This design comes from an exercise in tuning for small area, a short achievable clock period and few clock cycles per item on the open sky130 flow, not from production work.
Only simulation tests tie the RTL to the original design; equivalence was not proved.
Power figures rest on the tool's default switching activity, not on a simulated workload.

==> design/flow/design.v <==
`timescale 1 ns / 1 ps
module LRIP_v1_0_logistic_regression #
(
    parameter integer C_S_AXI_DATA_WIDTH = 32,
    parameter integer C_S_AXI_ADDR_WIDTH = 4
)
(
    input wire S_AXI_ACLK,
    input wire S_AXI_ARESETN,
    input wire [C_S_AXI_ADDR_WIDTH-1 : 0] S_AXI_AWADDR,
    input wire [2 : 0] S_AXI_AWPROT,
    input wire S_AXI_AWVALID,
    output wire S_AXI_AWREADY,
    input wire [C_S_AXI_DATA_WIDTH-1 : 0] S_AXI_WDATA,
    input wire [(C_S_AXI_DATA_WIDTH/8)-1 : 0] S_AXI_WSTRB,
    input wire S_AXI_WVALID,
    output wire S_AXI_WREADY,
    output wire [1 : 0] S_AXI_BRESP,
    output wire S_AXI_BVALID,
    input wire S_AXI_BREADY,
    input wire [C_S_AXI_ADDR_WIDTH-1 : 0] S_AXI_ARADDR,
    input wire [2 : 0] S_AXI_ARPROT,
    input wire S_AXI_ARVALID,
    output wire S_AXI_ARREADY,
    output wire [C_S_AXI_DATA_WIDTH-1 : 0] S_AXI_RDATA,
    output wire [1 : 0] S_AXI_RRESP,
    output wire S_AXI_RVALID,
    input wire S_AXI_RREADY
);
    reg [C_S_AXI_ADDR_WIDTH-1 : 0] axi_awaddr;
    reg axi_awready;
    reg axi_wready;
    reg [1 : 0] axi_bresp;
    reg axi_bvalid;
    reg axi_arready;
    reg [1 : 0] axi_rresp;
    reg axi_rvalid;
    reg signed [C_S_AXI_DATA_WIDTH-1 : 0] feature0, feature1;
    reg signed [C_S_AXI_DATA_WIDTH-1 : 0] weight0, weight1, bias;
    wire signed [C_S_AXI_DATA_WIDTH-1 : 0] linear_comb;
    reg result;
    assign S_AXI_AWREADY = axi_awready;
    assign S_AXI_WREADY = axi_wready;
    assign S_AXI_BRESP = axi_bresp;
    assign S_AXI_BVALID = axi_bvalid;
    assign S_AXI_ARREADY = axi_arready;
    assign S_AXI_RDATA = {31'b0, result};  
    assign S_AXI_RRESP = axi_rresp;
    assign S_AXI_RVALID = axi_rvalid;
    wire wr_en = axi_awready && S_AXI_AWVALID && axi_wready && S_AXI_WVALID;
    always @(posedge S_AXI_ACLK) begin
        if (!S_AXI_ARESETN) begin
            axi_awaddr <= 0;
            axi_awready <= 0;
            axi_wready <= 0;
            axi_bvalid <= 0;
            axi_bresp <= 2'b0;
            feature0 <= 0;
            feature1 <= 0;
            weight0 <= 0;
            weight1 <= 0;
            bias <= 0;
        end else begin
            if (!axi_awready && S_AXI_AWVALID && S_AXI_WVALID && !axi_bvalid) begin
                axi_awaddr <= S_AXI_AWADDR;
                axi_awready <= 1;
                axi_wready <= 1;
            end else begin
                axi_awready <= 0;
                axi_wready <= 0;
            end
            if (wr_en) begin
                if (axi_awaddr == 0) feature0 <= S_AXI_WDATA;
                if (axi_awaddr == 1) feature1 <= S_AXI_WDATA;
                if (axi_awaddr == 2) weight0 <= S_AXI_WDATA;
                if (axi_awaddr == 3) weight1 <= S_AXI_WDATA;
                if (axi_awaddr == 4) bias <= S_AXI_WDATA;
            end
            if (wr_en && !axi_bvalid) begin
                axi_bvalid <= 1;
                axi_bresp <= 2'b0;   
            end else if (S_AXI_BREADY && axi_bvalid) begin
                axi_bvalid <= 0;
            end
        end
    end
    always @(posedge S_AXI_ACLK) begin
        if (!S_AXI_ARESETN) begin
            axi_arready <= 0;
            axi_rvalid <= 0;
            axi_rresp <= 2'b0;
        end else begin
            if (!axi_arready && S_AXI_ARVALID && !axi_rvalid) begin
                axi_arready <= 1;
            end else begin
                axi_arready <= 0;
            end
            if (axi_arready && S_AXI_ARVALID && !axi_rvalid) begin
                axi_rvalid <= 1;
                axi_rresp <= 2'b0;   
            end else if (axi_rvalid && S_AXI_RREADY) begin
                axi_rvalid <= 0;
            end
        end
    end
    assign linear_comb = weight0 * feature0 + weight1 * feature1 + bias;
    always @(posedge S_AXI_ACLK) begin
        if (!S_AXI_ARESETN) begin
            result <= 0;
        end else begin
            result <= (linear_comb > 0) ? 1'b1 : 1'b0;   
        end
    end
endmodule
==> design/flow/run.sh <==
#!/bin/bash
# synth_recipe.tcl (not shown) runs the flow's synth.tcl, then flattens the netlist and writes it again
# the make line also repeats each setting of config.mk as NAME=value (left out here)
make -C /OpenROAD-flow-scripts/flow DESIGN_CONFIG=/design/flow/config.mk WORK_HOME=/design/flow/orfs CLKGATE_MAP_FILE= SYNTH_SCRIPT=/design/flow/synth_recipe.tcl finish
==> design/flow/config.mk <==
export PLATFORM = sky130hd
export DESIGN_NAME = LRIP_v1_0_logistic_regression
export DESIGN_NICKNAME = LRIP_v1_0_logistic_regression
export VERILOG_FILES = /design/flow/design.v
export SDC_FILE = /design/flow/constraint.sdc
export NUM_CORES = 4
export LEC_CHECK = 0
export CAP_MARGIN = 20
export CORE_MARGIN = 2
export CORE_UTILIZATION = 40
export SLEW_MARGIN = 20
==> design/flow/constraint.sdc <==
create_clock -name core_clock -period 10.0 [get_ports {S_AXI_ACLK}]
set_input_delay 2.0000 -clock core_clock [delete_from_list [all_inputs] [get_ports {S_AXI_ACLK}]]
set_output_delay 2.0000 -clock core_clock [all_outputs]
set_load 0.01 [all_outputs]
==> impl_results.md <==
- Leak: 0.0212 uW
- Critical Path Max Stage Delay: 0.88 ns
- Worst slew pin tran: 1.12 ns
- Die area: 104000 sq um
- Area grow syn2layout: 5.90%
- Io pins: 98
- Wirelength per Cell: 20.2 um
- Final hold vios: 0
- Ys flop type: dfxtp_1
- Grt ovf: 0
- Clock root buffer master: clkbuf_16
- Final wirelength: 116000 um
- Reg power frac: 46.1%
- Cell variety after synth: 67
- Longest Clk Path Bufs: 2
- Die X-Extent: 322 um
- DPL Wire Length: 95900 um
- Power density cells: 34.6 nW/um^2
- Largest net degree at the start of global routing: 109
- Ys async rst share: 0%
- CP most frequent cell: fa_1
- Critical path arrival: 9.94 ns
- CTS clk-pin slew, worst paths: 0.08 ns
- Final setup viols: 0
- Int Pwr: 1050 uW
- H-tree depth reported by CTS: 4
- Normalized max-slew margin: 25.1%
- GR Util All Layers: 23.4%
- Final non-filler cell total: 5735
- Startpoint types: flip-flop
- Hold Buf Count CTS: 0
- RSZ-0062 raised after global routing: no
- Hold Path Class: reg2reg
- CTS Buf Count: 17
- Final #Nets: 5698
- Critical path buffers and inverters: 6
- Max-slew violation count: 0
- # DRC: 0
- Post-CTS sizing: 0
- Setup TNS: 0 ns
- Sequential share of the synthesized area: 8.36%
- Status: complete, no violations
- Antenna Nets Post-Route: 0
- Net Sw Power: 436 uW
- Finished Cell Area: 42900 sq um
- Vias: 28690
- WP data required: 10.37 ns
- Router iterations before antenna repair: 6
- Crit path max fanout: 15
- Post-Syn Area per Cell: 8.99 sq um
- Achievable Freq: 104 MHz
- Clock power share: 47.6%
- Family with the most delay on the worst path: adder cells
- Logic pwr share: 6.4%
- Critical Path Slowest Stage Cell: dfxtp_1
- #FFs+latches synth: 169
- Syn Std Cell Area: 40500 sq um
- First-pass GRT wire length: 183000 um
- Tmin final: 9.57 ns
- Max-Cap Viols: 0
- Routed vias/inst: 5.00
- Initial core utilization: 40.4%
- Post-DP Area: 42300 sq um
- Worst VDD drop: 0.126 mV
- Final Worst Setup Slack: 0.428 ns
- Layout fillers: 10037
- Clock sinks: 169
- Iteration-0 DRC Markers: 2215
- Initial antenna violation count: 1
- Vias in the first global route: 30394
- EDFF count, synth: 0
- Max Clock Skew: 0.0165 ns
- Sw Ratio: 29.4%
- Pre-CTS WS: 0.518 ns
- Skew-Pair Late Insertion Delay: 0.49 ns
- CTS tree: yes
- Die Span Y: 322 um
- Row count: 116
- Syn Inst Count: 4502
- Synth warn: 1
- Final period util: 95.7%
- Total core area: 100000 sq um
- Dpl cells: 5701
- Crit path capture type: flip-flop
- WS Path Type: reg2reg
- Post-CTS Setup Inserts: 0
- Proportion of layout cells with a drive suffix above 1: 3.38%
- PortBufs: 48
- Placer Congestion: 0.949
==> power groups by stage <==
stage	sequential (uW)	combinational [uW]	clock, uW
global route	684	97.4	735
detailed placement	699	92.0	0
finish	684	94.6	706
CTS	683	92.2	715
global placement	699	92.2	0
floorplan	694	45.7	0
==> metal layers <==
layer  global-route usage [%]  vias up  part of all wire (%)
met2                     37.0      901                    45
met4                     5.12        2                   1.9
li1                         -    12821                     -
met1                     34.0    14849                    45
met3                     3.33      117                   7.4
met5                        0        -                 0.011
==> stage by stage <==
| stage | power [uW] | util [%] | hold slack (ns) |
|---|---|---|---|
| floorplan | 740 | - | 0.444 |
| finish | 1480 | 42.8 | 0.447 |
| CTS | 1490 | 42.8 | 0.451 |
| detailed placement | 791 | 42.2 | 0.440 |
| global route | 1520 | 42.8 | 0.479 |
| global placement | 792 | 42.2 | 0.430 |
==> flip-flops by register name, summed over array words and instances, names as in the netlist <==
name,flops
bias,32
feature0,32
feature1,32
weight0,32
weight1,32
axi_awaddr,4
axi_arready,1
axi_bvalid,1
axi_rvalid,1
axi_wready,1
result,1
==> cells in the final DEF, fill, tap and decap left out, drive strengths merged, types with 14 or more instances in the layout <==
| master | n |
|---|---|
| inv | 966 |
| fa | 900 |
| nand2 | 832 |
| and2 | 574 |
| ha | 319 |
| dfxtp | 169 |
| a21boi | 161 |
| xnor2 | 112 |
| buf | 102 |
| clkdlybuf4s50 | 47 |
| conb | 35 |
| xor2 | 28 |
| nor2 | 21 |
| a21oi | 18 |
| clkbuf | 18 |
| o21ai | 14 |
==> Yosys cell counts, types with 21 or more instances <==
master | count | share of area (%)
a21boi_0 | 161 | 3.0
fa_1 | 900 | 45
nor2_1 | 21 | 0.19
and2_1 | 573 | 8.9
inv_1 | 960 | 8.9
ha_1 | 319 | 9.9
dfxtp_1 | 169 | 8.4
xnor2_1 | 112 | 2.4
buf_4 | 37 | 0.69
xor2_1 | 28 | 0.61
nand2_1 | 832 | 7.7
clkbuf_1 | 243 | 2.3
==> layout make-up <==
class | count | area (sq um) | area share, %
multi-input cells | 3125 | 32400 | 75.6
inverters | 960 | 3600 | 8.41
flip-flops and latches | 169 | 3380 | 7.90
well taps | 1298 | 1620 | 3.79
repair buffers | 149 | 1240 | 2.88
clock buffers | 18 | 439 | 1.02
clock inverters | 14 | 155 | 0.362
diodes | 2 | 5.00 | 0.0117
==> logic make-up after synthesis <==
group | Yosys count | synth area share [%]
and+or+nand+nor | 1476 | 17.5
buffers and inverters | 1242 | 11.9
adders and majority gates | 1219 | 54.4
AOI/OAI and AO/OA | 245 | 4.54
DFF | 169 | 8.36
xor gates and xnor gates | 140 | 3.03
muxes | 10 | 0.260
other | 1 | 0.00927
==> final timing paths <==
kind / start / end / slack (ns) / depth (start not counted)
setup reg to reg: feature1[18] / result / 0.43 / 27
hold reg to reg: axi_arready / axi_arready / 0.45 / 1
setup / recovery: feature1[18] / result / 0.43 / 27
hold / removal: axi_arready / axi_arready / 0.45 / 1
Testbench counts, summed over its fixed seeds: cycles 9,792, inferences 1,024.

==> afterwards: timing with drivers on the ports <==
How much do the figures lean on ideal ports? The routed layout below was timed once more, with nothing changed but the port constraints.
Step 1: set_driving_cell puts a clkbuf_16 on S_AXI_ACLK and a buf_2 on each other input, an assumption about the parent block.
Step 2 also shifts input and output timing later by t, the mid clock arrival at the registers, as if the neighbouring blocks saw the same clock.
Three values: ideal ports, drivers, drivers and shift; two values: the first two.
t (ns): 0.534
slack for setup (ns): 0.428 / 0.428 / 0.428
hold slack, ns: 0.447 / 0.447 / 0.447
clock arrival spread, ns: 0.023 / 0.023
After both steps setup and hold are still met in this run. For this run, drivers alone change the setup slack by 0.000 ns; drivers and shift together by 0.000 ns.
